What follows belongs to an exercise in optimizing a design on an open flow for small area; a production flow would make more cautious choices. For this run, only the layout was checked, not whether the RTL still works. Power is estimated from default activity; no workload was simulated.

`flow/run.sh`:
```
#!/bin/bash
# synth_recipe.tcl (not shown) runs the flow's synth.tcl, then flattens the netlist and writes it again
# the make line also repeats each setting of config.mk as NAME=value (left out here)
make -C /OpenROAD-flow-scripts/flow DESIGN_CONFIG=/design/flow/config.mk WORK_HOME=/design/flow/orfs CLKGATE_MAP_FILE= SYNTH_SCRIPT=/design/flow/synth_recipe.tcl finish
```
`flow/design.v`:
```
`timescale 1ns / 1ps
module adder_1bit(input in1, input in2, input cin, output out, output P, output G);
	xor g1(P,in1,in2);
	and g2(G,in1,in2);
	xor g3(out,P,cin);
endmodule
`timescale 1ns / 1ps
module adder_4bit(input[3:0] in1, input[3:0] in2, input c_in, output[3:0] out, output Pn, output Gn);
wire[3:0] G;
wire[3:0] P;
wire[3:0] C;
wire p0c0, p1p0c0, p1g0, p2p1p0c0, p2p1g0, p2g1, p3p2p1g0, p3p2g1, p3g2;
assign C[0] = c_in;
adder_1bit a1(.in1(in1[0]), .in2(in2[0]), .cin(C[0]), .out(out[0]), .P(P[0]), .G(G[0]));
and g1(p0c0, P[0], C[0]);
or g2(C[1], p0c0, G[0]);
adder_1bit a2(.in1(in1[1]), .in2(in2[1]), .cin(C[1]), .out(out[1]), .P(P[1]), .G(G[1]));
and g3(p1p0c0, P[1], P[0], C[0]);
and g4(p1g0, P[1], G[0]);
or g5(C[2], p1p0c0, p1g0, G[1]);
adder_1bit a3(.in1(in1[2]), .in2(in2[2]), .cin(C[2]), .out(out[2]), .P(P[2]), .G(G[2]));
and g6(p2p1p0c0, P[2], P[1], P[0], C[0]);
and g7(p2p1g0, P[2], P[1], G[0]);
and g8(p2g1, P[2], G[1]);
or g9(C[3], p2p1p0c0, p2p1g0, p2g1, G[2]);
adder_1bit a4(.in1(in1[3]), .in2(in2[3]), .cin(C[3]), .out(out[3]), .P(P[3]), .G(G[3]));
and g10(p3p2p1g0, P[3], P[2], P[1], G[0]);
and g11(p3p2g1, P[3], P[2], G[1]);
and g12(p3g2, P[3], G[2]);
and g13(Pn, P[3], P[2], P[1], P[0]);
or g14(Gn, p3p2p1g0, p3p2g1, p3g2, G[3]);
endmodule
`timescale 1ns / 1ps
module adder_16bit(input[15:0] in1, input[15:0] in2, input c_in, output[15:0] sum, output Pnn, output Gnn);
wire[3:0] C, P, G;
wire p0c0, p1p0c0, p1g0, p2p1p0c0, p2p1g0, p2g1, p3p2p1g0, p3p2g1, p3g2;
assign C[0] = c_in;
adder_4bit CLA1(.in1(in1[3:0]), .in2(in2[3:0]), .c_in(C[0]), .out(sum[3:0]), .Pn(P[0]), .Gn(G[0]));
adder_4bit CLA2(.in1(in1[7:4]), .in2(in2[7:4]), .c_in(C[1]), .out(sum[7:4]), .Pn(P[1]), .Gn(G[1]));
adder_4bit CLA3(.in1(in1[11:8]), .in2(in2[11:8]), .c_in(C[2]), .out(sum[11:8]), .Pn(P[2]), .Gn(G[2]));
adder_4bit CLA4(.in1(in1[15:12]), .in2(in2[15:12]), .c_in(C[3]), .out(sum[15:12]), .Pn(P[3]), .Gn(G[3]));
and g1(p0c0, P[0], C[0]);
or g2(C[1], p0c0, G[0]);
and g3(p1p0c0, P[1], P[0], C[0]);
and g4(p1g0, P[1], G[0]);
or g5(C[2], p1p0c0, p1g0, G[1]);
and g6(p2p1p0c0, P[2], P[1], P[0], C[0]);
and g7(p2p1g0, P[2], P[1], G[0]);
and g8(p2g1, P[2], G[1]);
or g9(C[3], p2p1p0c0, p2p1g0, p2g1, G[2]);
and g11(p3p2p1g0, P[3], P[2], P[1], G[0]);
and g12(p3p2g1, P[3], P[2], G[1]);
and g13(p3g2, P[3], G[2]);
and g15(Pnn, P[3], P[2], P[1], P[0]);
or g16(Gnn, p3p2p1g0, p3p2g1, p3g2, G[3]);
endmodule
`timescale 1ns / 1ps
module adder_32bit(input [31:0] in1, input [31:0] in2, input c_in, output [31:0] sum, output c_out);
wire[1:0] P, G;
wire[2:0] C;
wire p0c0, p1p0c0, p1g0;
assign C[0] = c_in;
adder_16bit CLA1(.in1(in1[15:0]), .in2(in2[15:0]), .c_in(C[0]), .sum(sum[15:0]), .Pnn(P[0]), .Gnn(G[0]));
adder_16bit CLA2(.in1(in1[31:16]), .in2(in2[31:16]), .c_in(C[1]), .sum(sum[31:16]), .Pnn(P[1]), .Gnn(G[1]));
and g1(p0c0, P[0], C[0]);
or g2(C[1], p0c0, G[0]);
and g3(p1p0c0, P[1], P[0], C[0]);
and g4(p1g0, P[1], G[0]);
or g5(C[2], p1p0c0, p1g0, G[1]);
assign c_out = C[2];
endmodule
`timescale 1ns / 1ps
module diff(input [31:0] in, output reg [31:0] out);
integer N;
always @(in)
	begin 
		out = 32'b11111111111111111111111111111111;
		for(N=31;N>=0;N=N-1)
			if(in[N])
				begin
					out = N;
				end
	end
endmodule
`timescale 1ns / 1ps
module ALU(input clk, input rst, input [31:0] in1, input [31:0] in2_old, input [9:0] shamt, input [3:0] control, output reg[2:0] flag, output reg[31:0] out);
wire [31:0] diff,add, comp, band, bxor, sll, srl, sra, in2;
wire carry;
assign in2 = ((control[3] == 1) ? $signed(shamt) : in2_old);
assign band = in1 & in2;
assign bxor = in1 ^ in2;
assign sll = in1 << in2;
assign srl = in1 >> in2;
assign sra = $signed(in1) >>> in2;
assign comp = ((~in2) + 32'd1);
adder_32bit adder(.in1(in1), .in2(in2), .c_in(1'b0), .sum(add), .c_out(carry));
diff dif(.in(bxor), .out(diff));
always @(*)
	begin 
		flag[1] <= 1'b0;
		if (in1 == 32'b0)
			flag[1] <= 1'b1;
		flag[2] <= 0;
		if (in1[31] == 1'b1)
			flag[2] <= 1;
		case(control[2:0])
		   3'b000 : out <= diff;
			3'b001 : out <= add;
			3'b010 : out <= comp;
			3'b011 : out <= band;
			3'b100 : out <= bxor;
			3'b101 : out <= srl;
			3'b110 : out <= sll;
			3'b111 : out <= sra;
		endcase
	end
reg carry_q;
always @(posedge clk)
	begin
		if (rst)
			carry_q <= 1'b0;
		else
			carry_q <= carry;
	end
always @(*) flag[0] = carry_q;
endmodule
`timescale 1ns / 1ps
module ALU_controller(input [5:0] fn_code, input[2:0] x_ALU, output reg[3:0] control); 
always @(fn_code or x_ALU) 
	begin
		casex(x_ALU)
			3'b000 : control <= 4'b0111;
			3'b001 : 
				begin
					casex(fn_code)
						6'd1: control <= 4'b0001;
						6'd2: control <= 4'b0010;
						6'd3: control <= 4'b0011;
						6'd4: control <= 4'b0100;
						6'd5: control <= 4'b0000;
						6'd6: control <= 4'b1110;
						6'd7: control <= 4'b1101;
						6'd8: control <= 4'b0110;
						6'd9: control <= 4'b0101;
						6'd10: control <= 4'b1111;
						6'd11: control <= 4'b0111;
						default : control <= 4'bxxxx;
					endcase
				end
			3'b010 : control <= 4'b0001;
			3'b011 : control <= 4'b0010;
			default : control <= 4'bxxxx;
		endcase
	end
endmodule
`timescale 1ns / 1ps
module CONTROLLER(input [5:0] op_code, output reg [2:0] B_op, output reg [1:0] x_out, output reg x_imm, output reg [2:0] x_ALU, output reg [1:0] write_dest, output reg mem_write, output reg instr_enable);
always @(op_code)
	begin
		casex(op_code)
			6'd0: begin
						B_op <= 3'b111;
						x_out <= 2'b01;
						x_imm <= 1'b0;
						x_ALU <= 3'b001;
						write_dest <= 2'b01;
						mem_write <= 1'b0;
						instr_enable <= 1'b1;
					end
			6'd15: begin
						B_op <= 3'b000;
						x_out <= 2'b01;
						x_imm <= 1'b0;
						x_ALU <= 3'b000;
						write_dest <= 2'b00;
						mem_write <= 1'b0;
						instr_enable <= 1'b1;
					end
			6'd16: begin
						B_op <= 3'b001;
						x_out <= 2'b01;
						x_imm <= 1'b0;
						x_ALU <= 3'b000;
						write_dest <= 2'b00;
						mem_write <= 1'b0;
						instr_enable <= 1'b1;
					end
			6'd17: begin
						B_op <= 3'b010;
						x_out <= 2'b01;
						x_imm <= 1'b0;
						x_ALU <= 3'b000;
						write_dest <= 2'b00;
						mem_write <= 1'b0;
						instr_enable <= 1'b1;
					end
			6'd18: begin
						B_op <= 3'b011;
						x_out <= 2'b01;
						x_imm <= 1'b0;
						x_ALU <= 3'b000;
						write_dest <= 2'b00;
						mem_write <= 1'b0;
						instr_enable <= 1'b1;
					end
			6'd19: begin
						B_op <= 3'b100;
						x_out <= 2'b01;
						x_imm <= 1'b0;
						x_ALU <= 3'b000;
						write_dest <= 2'b00;
						mem_write <= 1'b0;
						instr_enable <= 1'b1;
					end
			6'd20: begin
						B_op <= 3'b000;
						x_out <= 2'b00;
						x_imm <= 1'b0;
						x_ALU <= 3'b000;
						write_dest <= 2'b11;
						mem_write <= 1'b0;
						instr_enable <= 1'b1;
					end
			6'd21: begin
						B_op <= 3'b101;
						x_out <= 2'b01;
						x_imm <= 1'b0;
						x_ALU <= 3'b000;
						write_dest <= 2'b00;
						mem_write <= 1'b0;
						instr_enable <= 1'b1;
					end
			6'd22: begin
						B_op <= 3'b110;
						x_out <= 2'b01;
						x_imm <= 1'b0;
						x_ALU <= 3'b000;
						write_dest <= 2'b00;
						mem_write <= 1'b0;
						instr_enable <= 1'b1;
					end
			6'd63: begin
						B_op <= 3'b111;
						x_out <= 2'b01;
						x_imm <= 1'b1;
						x_ALU <= 3'b010;
						write_dest <= 2'b01;
						mem_write <= 1'b0;
						instr_enable <= 1'b1;
					end
			6'd62: begin
						B_op <= 3'b111;
						x_out <= 2'b01;
						x_imm <= 1'b1;
						x_ALU <= 3'b011;
						write_dest <= 2'b01;
						mem_write <= 1'b0;
						instr_enable <= 1'b1;
					end
			6'd61: begin
						B_op <= 3'b111;
						x_out <= 2'b10;
						x_imm <= 1'b1;
						x_ALU <= 3'b010;
						write_dest <= 2'b10;
						mem_write <= 1'b0;
						instr_enable <= 1'b1;
					end
			6'd60: begin
						B_op <= 3'b111;
						x_out <= 2'b01;
						x_imm <= 1'b1;
						x_ALU <= 3'b010;
						write_dest <= 2'b00;
						mem_write <= 1'b1;
						instr_enable <= 1'b1;
					end
			6'd45: begin
						B_op <= 3'bxxx;
						x_out <= 2'bxx;
						x_imm <= 1'bx;
						x_ALU <= 3'bxxx;
						write_dest <= 2'b00;
						mem_write <= 1'b0;
						instr_enable <= 1'b0;
					end
			default: begin
							B_op <= 3'bxxx;
							x_out <= 2'bxx;
							x_imm <= 1'bx;
							x_ALU <= 3'bxxx;
							write_dest <= 2'bxx;
							mem_write <= 1'bx;
							instr_enable <= 1'bx;
						end
		endcase
	end
endmodule
`timescale 1ns / 1ps
module PC_combinational_unit(input B1, input B2, input B3, input C, input L, input E, output [1:0] sel);
wire S1n, S2n, B1n, B2n, B3n, Cn, En, Ln, B1nB2nB3n, B1nB2nB3, B1B2nB3C, B1B2B3nCn, B1nB2B3nEnL, B1nB2B3ELn, B1B2nB3nEn, B1nB2nB3_s2;
not g13(B1n, B1);
not g14(B2n, B2);
not g15(B3n, B3);
not g16(Cn, C);
not g17(En, E);
not g18(Ln, L);
and g1(B1nB2nB3n, B1n, B2n, B3n);
and g2(B1nB2nB3, B1n, B2n, B3);
and g3(B1B2nB3C, B1, B2n, B3, C);
and g4(B1B2B3nCn, B1, B2, B3n, Cn);
or g5(S1n, B1nB2nB3n, B1nB2nB3, B1B2nB3C, B1B2B3nCn);
not g6(sel[1], S1n);
and g7(B1nB2nB3_s2, B1n, B2n, B3);
and g8(B1nB2B3nEnL, B1n, B2, B3n, En, L);
and g9(B1nB2B3ELn, B1n, B2, B3, E, Ln);
and g10(B1B2nB3nEn, B1, B2n, B3n, En);
or g11(S2n, B1nB2nB3_s2, B1nB2B3nEnL, B1nB2B3ELn, B1B2nB3nEn);
not g12(sel[0], S2n);
endmodule
`timescale 1ns / 1ps
module PC_unit(input B1, input B2, input B3, input C, input L, input E, input [31:0] rs, input [25:0] abs_add, input [20:0] PC_rel_add, input clk, input rst, output [31:0] ret_add, output [31:0] PC_out, input instr_enable);
	reg [31:0] PC;
	wire [1:0] sel;
	wire [31:0] final_PC_rel_add, inc_PC, ext_PC_rel_add, final_abs_add;
	always @(posedge clk)
		begin
			if(rst)
				PC <= 32'd0;
			else if(instr_enable == 1'b1)
				begin
					case(sel)
						2'b00: PC <= rs;
						2'b01: PC <= final_abs_add;
						2'b10: PC <= final_PC_rel_add;
						2'b11: PC <= inc_PC;
						default: PC <= inc_PC;
					endcase
				end
		end
	assign ret_add = inc_PC;
	assign final_abs_add = {inc_PC[31:26], abs_add};
	assign ext_PC_rel_add = $signed(PC_rel_add);
	adder_32bit pc_increment(.in1(PC), .in2(32'd1), .c_in(1'b0), .sum(inc_PC), .c_out());
	adder_32bit pc_relative_addressing(.in1(inc_PC), .in2(ext_PC_rel_add), .c_in(1'b0), .sum(final_PC_rel_add), .c_out());
	PC_combinational_unit pc_comb(.B1(B1), .B2(B2), .B3(B3), .C(C), .L(L), .E(E), .sel(sel));
	assign PC_out = PC;
endmodule
`timescale 1ns / 1ps
module reg_file(input clk, input rst, input [4:0] rs_add, input [4:0] rt_add, input [1:0] w_dest, input [31:0] reg_write_data, output [31:0] rs_data, output [31:0] rt_data);
	reg [31:0] reg_file[31:0];
	always @(posedge clk) 
		begin
			if (rst)
				begin
					reg_file[0] <= 32'd0;
					reg_file[1] <= 32'd0;
					reg_file[2] <= 32'd0;
					reg_file[3] <= 32'd0;
					reg_file[4] <= 32'd0;
					reg_file[5] <= 32'd0;
					reg_file[6] <= 32'd0;
					reg_file[7] <= 32'd0;
					reg_file[8] <= 32'd0;
					reg_file[9] <= 32'd0;
					reg_file[10] <= 32'd0;
					reg_file[11] <= 32'd0;
					reg_file[12] <= 32'd0;
					reg_file[13] <= 32'd0;
					reg_file[14] <= 32'd0;
					reg_file[15] <= 32'd0;
					reg_file[16] <= 32'd0;
					reg_file[17] <= 32'd0;
					reg_file[18] <= 32'd0;
					reg_file[19] <= 32'd0;
					reg_file[20] <= 32'd0;
					reg_file[21] <= 32'd0;
					reg_file[22] <= 32'd0;
					reg_file[23] <= 32'd0;
					reg_file[24] <= 32'd0;
					reg_file[25] <= 32'd0;
					reg_file[26] <= 32'd0;
					reg_file[27] <= 32'd0;
					reg_file[28] <= 32'd0;
					reg_file[29] <= 32'd0;
					reg_file[30] <= 32'd0;
					reg_file[31] <= 32'd0;
				end
			else
				begin
					case (w_dest)
					2'b00 : ;
					2'b01 : reg_file[rs_add] <= reg_write_data;
					2'b10 : reg_file[rt_add] <= reg_write_data;
					2'b11 : reg_file[5'd31] <= reg_write_data;
					default : ;
					endcase
				end
		end
		assign rs_data = reg_file[rs_add];
		assign rt_data = reg_file[rt_add];
endmodule
`timescale 1ns / 1ps
module RISCy_CPU(input clk, input rst,
	output [11:0] imem_addr, input [31:0] imem_rdata,
	output [11:0] dmem_addr, output [31:0] dmem_wdata, output dmem_we, input [31:0] dmem_rdata);
	wire x_imm, mem_write, instr_enable;
	wire [1:0] x_out, write_dest;
	wire [31:0] instruction, instruction_address, rs_data, rt_data, ALU_in1, ALU_in2, ALU_out, extended_imm, mem_out, return_address;
	reg [31:0] reg_write_data;
	wire [2:0] B_op, x_ALU;
	wire [3:0] ALU_control_line;
	wire [2:0] flag;
	assign instruction = imem_rdata;
	assign imem_addr = instruction_address[11:0];
	PC_unit PC(.B1(B_op[2]), .B2(B_op[1]), .B3(B_op[0]), .C(flag[0]), .L(flag[2]), .E(flag[1]), .rs(rs_data), .abs_add(instruction[25:0]), .PC_rel_add(instruction[20:0]), .clk(clk), .rst(rst), .ret_add(return_address), .PC_out(instruction_address), .instr_enable(instr_enable));
	CONTROLLER Controller(.op_code(instruction[31:26]), .B_op(B_op), .x_out(x_out), .x_imm(x_imm), .x_ALU(x_ALU), .write_dest(write_dest), .mem_write(mem_write), .instr_enable(instr_enable));
	reg_file REG_file(.clk(clk), .rst(rst), .rs_add(instruction[25:21]), .rt_add(instruction[20:16]), .w_dest(write_dest), .reg_write_data(reg_write_data), .rs_data(rs_data), .rt_data(rt_data));
	assign extended_imm = $signed(instruction[15:0]);
	assign ALU_in2 = ((x_imm == 1'b1)? extended_imm : rt_data);
	assign ALU_in1 = rs_data;
	ALU_controller ALU_control(.fn_code(instruction[5:0]), .x_ALU(x_ALU), .control(ALU_control_line));
	ALU ALU_CPU(.clk(clk), .rst(rst), .in1(ALU_in1), .in2_old(ALU_in2), .shamt(instruction[15:6]), .control(ALU_control_line), .flag(flag), .out(ALU_out));
	assign dmem_addr = ALU_out[11:0];
	assign dmem_wdata = rt_data;
	assign dmem_we = mem_write & ~rst;
	assign mem_out = dmem_rdata;
	always @(x_out or ALU_out or return_address or mem_out)
		begin
			casex(x_out)
				2'b00: reg_write_data = return_address;
				2'b01: reg_write_data = ALU_out;
				2'b10: reg_write_data = mem_out;
				default: reg_write_data = 32'bxxxxxxxxxxxxxxxxxxxxxxxxxxxxxxxx;
			endcase
		end
endmodule
```
`flow/config.mk`:
```
export PLATFORM = sky130hd
export DESIGN_NAME = RISCy_CPU
export DESIGN_NICKNAME = RISCy_CPU
export VERILOG_FILES = /design/flow/design.v
export SDC_FILE = /design/flow/constraint.sdc
export NUM_CORES = 4
export LEC_CHECK = 0
export CAP_MARGIN = 20
export CORE_MARGIN = 2
export CORE_UTILIZATION = 40
export SLEW_MARGIN = 20
```
`flow/constraint.sdc`:
```
create_clock -name core_clock -period 14.0 [get_ports {clk}]
set_input_delay 2.8000 -clock core_clock [delete_from_list [all_inputs] [get_ports {clk}]]
set_output_delay 2.8000 -clock core_clock [all_outputs]
set_load 0.01 [all_outputs]
```
==> run_results.csv <==
group,metric,value,unit
run_status,status,"finished clean",
sta,period_share,91.8,%
cts,cts_setup_buffers,0,
grt,grtUsageTotal,38.0,%
synth,ys_types,112,
cts,cts-resized-gates,0,
sta,finalSetupViolCount,0,
power_and_ir_drop,swShare,34.7,%
grt,grt_pass1_vias,56280,
power_and_ir_drop,leakage,27.3,nW
routing,drc,0,
cts,cts_tree,"done",
synth,yosys-top-cells-area,"edfxtp_1, mux2i_1, mux4_2",
sta,max_freq,77.8,MHz
sta,hold_slack,483,ps
routing,drt-vias-per-instance,7.07,
synth,synthFlopType,"edfxtp_1",
cts,htreeDepth,3,
synth,synth_seq_area_share,46.4,%
power_and_ir_drop,pwr-share-comb,27.2,%
layout,fillerInstances,15513,
power_and_ir_drop,powerDensity,125,nW/um^2
critical_path,critPathMaxFanout,52,
grt,grt_max_degree,84,
critical_path,worstPathRequired,11200,ps
layout,drive_gt1_share,14.8,%
die,die_h,415,um
sta,min_period,12850,ps
routing,wirelength,339,mm
place,dpl.cell_count,8264,
grt,antenna_found_initial,11,
layout,synthToLayoutAreaGrowth,10.8,%
power_and_ir_drop,p_sw,3.24,mW
routing,dr.pass1.iters,7,
die,coreArea,168000,um^2
synth,syn_nets,6435,
synth,async_reset_ff_share,0,%
place,place_congestion,1.09,
sta,relSlewSlack,16.9,%
critical_path,reg2reg_slack,6090,ps
cts,cts_buffers,111,
grt,grt_pass1_wl,458,mm
layout,layout_common_cells,"nor2_1, edfxtp_1, mux2i_1",
routing,ant_nets,0,
synth,yosysWarnings,7,
critical_path,cp-end-kind,"primary output",
place,dpl.hpwl,219,mm
sta,rsz0062_at_grt,"false",
critical_path,crit_path_start_kind,"primary input",
critical_path,crit_type,"primary input to primary output",
hold_path,hp-class,"flop to flop",
synth,synth_top_cell_by_area,"edfxtp_1",
sta,tightest_slew,1250,ps
power_and_ir_drop,irDropWorstVdd,104,uV
cts,clkLatencyLatePin,790,ps
sta,finalHoldViolCount,0,
power_and_ir_drop,p_int,6.11,mW
sta,setup_ws,1150,ps
synth,ys_ff_latch,1057,
layout,instances_no_fill,8482,
synth,synth_edf_count,1024,
synth,netlist.area_leader.share,45.5,%
critical_path,arrival,10050,ps
synth,syn_inst,6273,
power_and_ir_drop,seq_power_share,39.2,%
cts,root_buffer,"clkbuf_16",
die,rows,150,
cts,cts.sinks,1057,
cts,clk_path_buf_depth,3,
sta,tns,0,ps
die,die_w,415,um
die,dieArea,172000,um^2
power_and_ir_drop,clockPowerShare,33.6,%
layout,layout.nets,6339,
synth,netlist_area,67600,um^2
hold_path,whs_path_depth,2,
layout,layout_commonest_cell,"nor2_1",
cts,clk_pin_slew,70,ps
cts,postCtsHoldBufs,0,
sta,slew_viol_final,0,
job,maxCapViolations,0,
die,initial_core_util,40.4,%
critical_path,reg2regPathDepth,23,
synth,postSynthAreaPerCell,10.8,um^2
grt,overflow,0,
place,pre_cts_slack,1550,ps
sta,finClkSkew,56.4,ps
place,port_buffers,122,
routing,drtIter0Drc,9928,
die,ios,123,
routing,vias,59940,
routing,wl_per_cell,40.0,um
-- power groups by stage --
stage	clock network [mW]	logic [mW]	registers, mW
floorplan	0	1.42	3.70
global placement	0	2.40	3.72
detailed placement	0	2.40	3.73
CTS	3.13	2.41	3.66
global route	3.24	2.58	3.68
finish	3.14	2.54	3.67
-- metrics by stage --
stage | utilization (%) | area [um^2] | power (mW)
3_5_place_dp | 42.4 | 71100 | 6.13
2_1_floorplan | - | 67600 | 5.12
3_3_place_gp | 42.4 | 71100 | 6.13
5_1_grt | 44.7 | 74900 | 9.51
6_report | 44.7 | 75000 | 9.35
4_1_cts | 44.7 | 74800 | 9.20
-- final cells by class --
class | instances | area, um^2 | area share [%]
Inverter | 91 | 342 | 0.456
Timing Repair Buffer | 409 | 3530 | 4.71
Clock buffer | 129 | 2870 | 3.82
Clock inverter | 79 | 895 | 1.19
Antenna cell | 6 | 15.0 | 0.0200
Tap cell | 2204 | 2760 | 3.68
Multi-Input combinational cell | 4507 | 33100 | 44.2
Sequential cell | 1057 | 31400 | 41.9
-- synthesized netlist by cell type, drive strengths merged (33+ instances only) --
cell and number:
nand2 270, nand4 34, buf 358, mux2i 663, a211oi 65, nor2 1073
and3 45, o21ai 174, nand2b 56, a21o 46, a22oi 300, mux4 227
o22ai 83, nor4 54, nand3 154, a21oi 431, o211ai 50, dfxtp 33
clkbuf 260, inv 88, nor3 155, edfxtp 1024, xnor2 40, ha 80
-- layer usage --
metal	part of all wire (%)	up-vias	global-route usage (%)
met1	33	29457	45.8
met5	0.028	-	0
met2	42	5415	55.7
met4	9.7	14	30.0
met3	15	1417	12.7
li1	-	23637	-
-- state kept, by name, indices dropped and copies added, names as in the netlist --
register / count
ALU_CPU.carry_q: 1
REG_file.reg_file: 1024
PC.PC: 32
-- worst max-delay path, stage by stage --
cell             delay (ps)
buf_8                   350
buf_4                   760
buf_4                   580
mux2i_1                 160
a22oi_1                 220
a21oi_1                 120
nor4_2                 1010
mux2i_1                 300
nor2_1                  470
ha_1                    430
nor4_1                  620
nand3_1                 130
and3_1                  220
a21oi_1                 110
o22ai_1                 110
a21oi_1                 140
o31ai_1                  80
a41oi_1                 410
nand2b_1                280
clkdlybuf4s50_1         550
-- kinds of logic after synthesis --
kind of cell	count (synthesis)	synth area share, %
buffers and inverters	709	5.40
adders and majority gates	96	1.95
DFF	1057	46.4
xor gates and xnor gates	68	0.881
muxes	915	17.8
AOI/OAI and AO/OA	1430	14.2
and+or+nand+nor	1998	13.3
-- final timing paths --
| path | from | endpoint |
|---|---|---|
| setup reg to reg | REG_file.reg_file[30][3] | REG_file.reg_file[28][25] |
| setup / recovery | imem_rdata[17] | dmem_addr[3] |
| hold / removal | PC.PC[30] | PC.PC[30] |
| hold reg to reg | PC.PC[30] | PC.PC[30] |

## afterwards: timing with drivers on the ports
How much do the figures lean on ideal ports? The routed layout below was timed once more, with nothing changed but the port constraints.
Step 1 (the two cells are an assumption about what drives the block):
set clk [get_ports {clk}]
set_driving_cell -lib_cell sky130_fd_sc_hd__clkbuf_16 $clk
set_driving_cell -lib_cell sky130_fd_sc_hd__buf_2 [delete_from_list [all_inputs] $clk]
Step 2 adds t to the input delays and takes it off the output delays; t is the mean of the earliest and latest rising clock arrival at the registers after step 1. Input paths then give back, and output paths get back, about the clock's delay inside the block.
a / b / c = ideal / step 1 / step 2; a / b = the first two.
shift t [ns]: 0.835
slack for setup (ns): 1.151 / 1.100 / 1.100
latest minus earliest clock arrival (ns): 0.057 / 0.057
cell pins on the clock port's net: 1
After both steps this run still meets setup and hold. For this run, drivers alone change the setup slack by -0.051 ns; drivers and shift together by -0.051 ns.
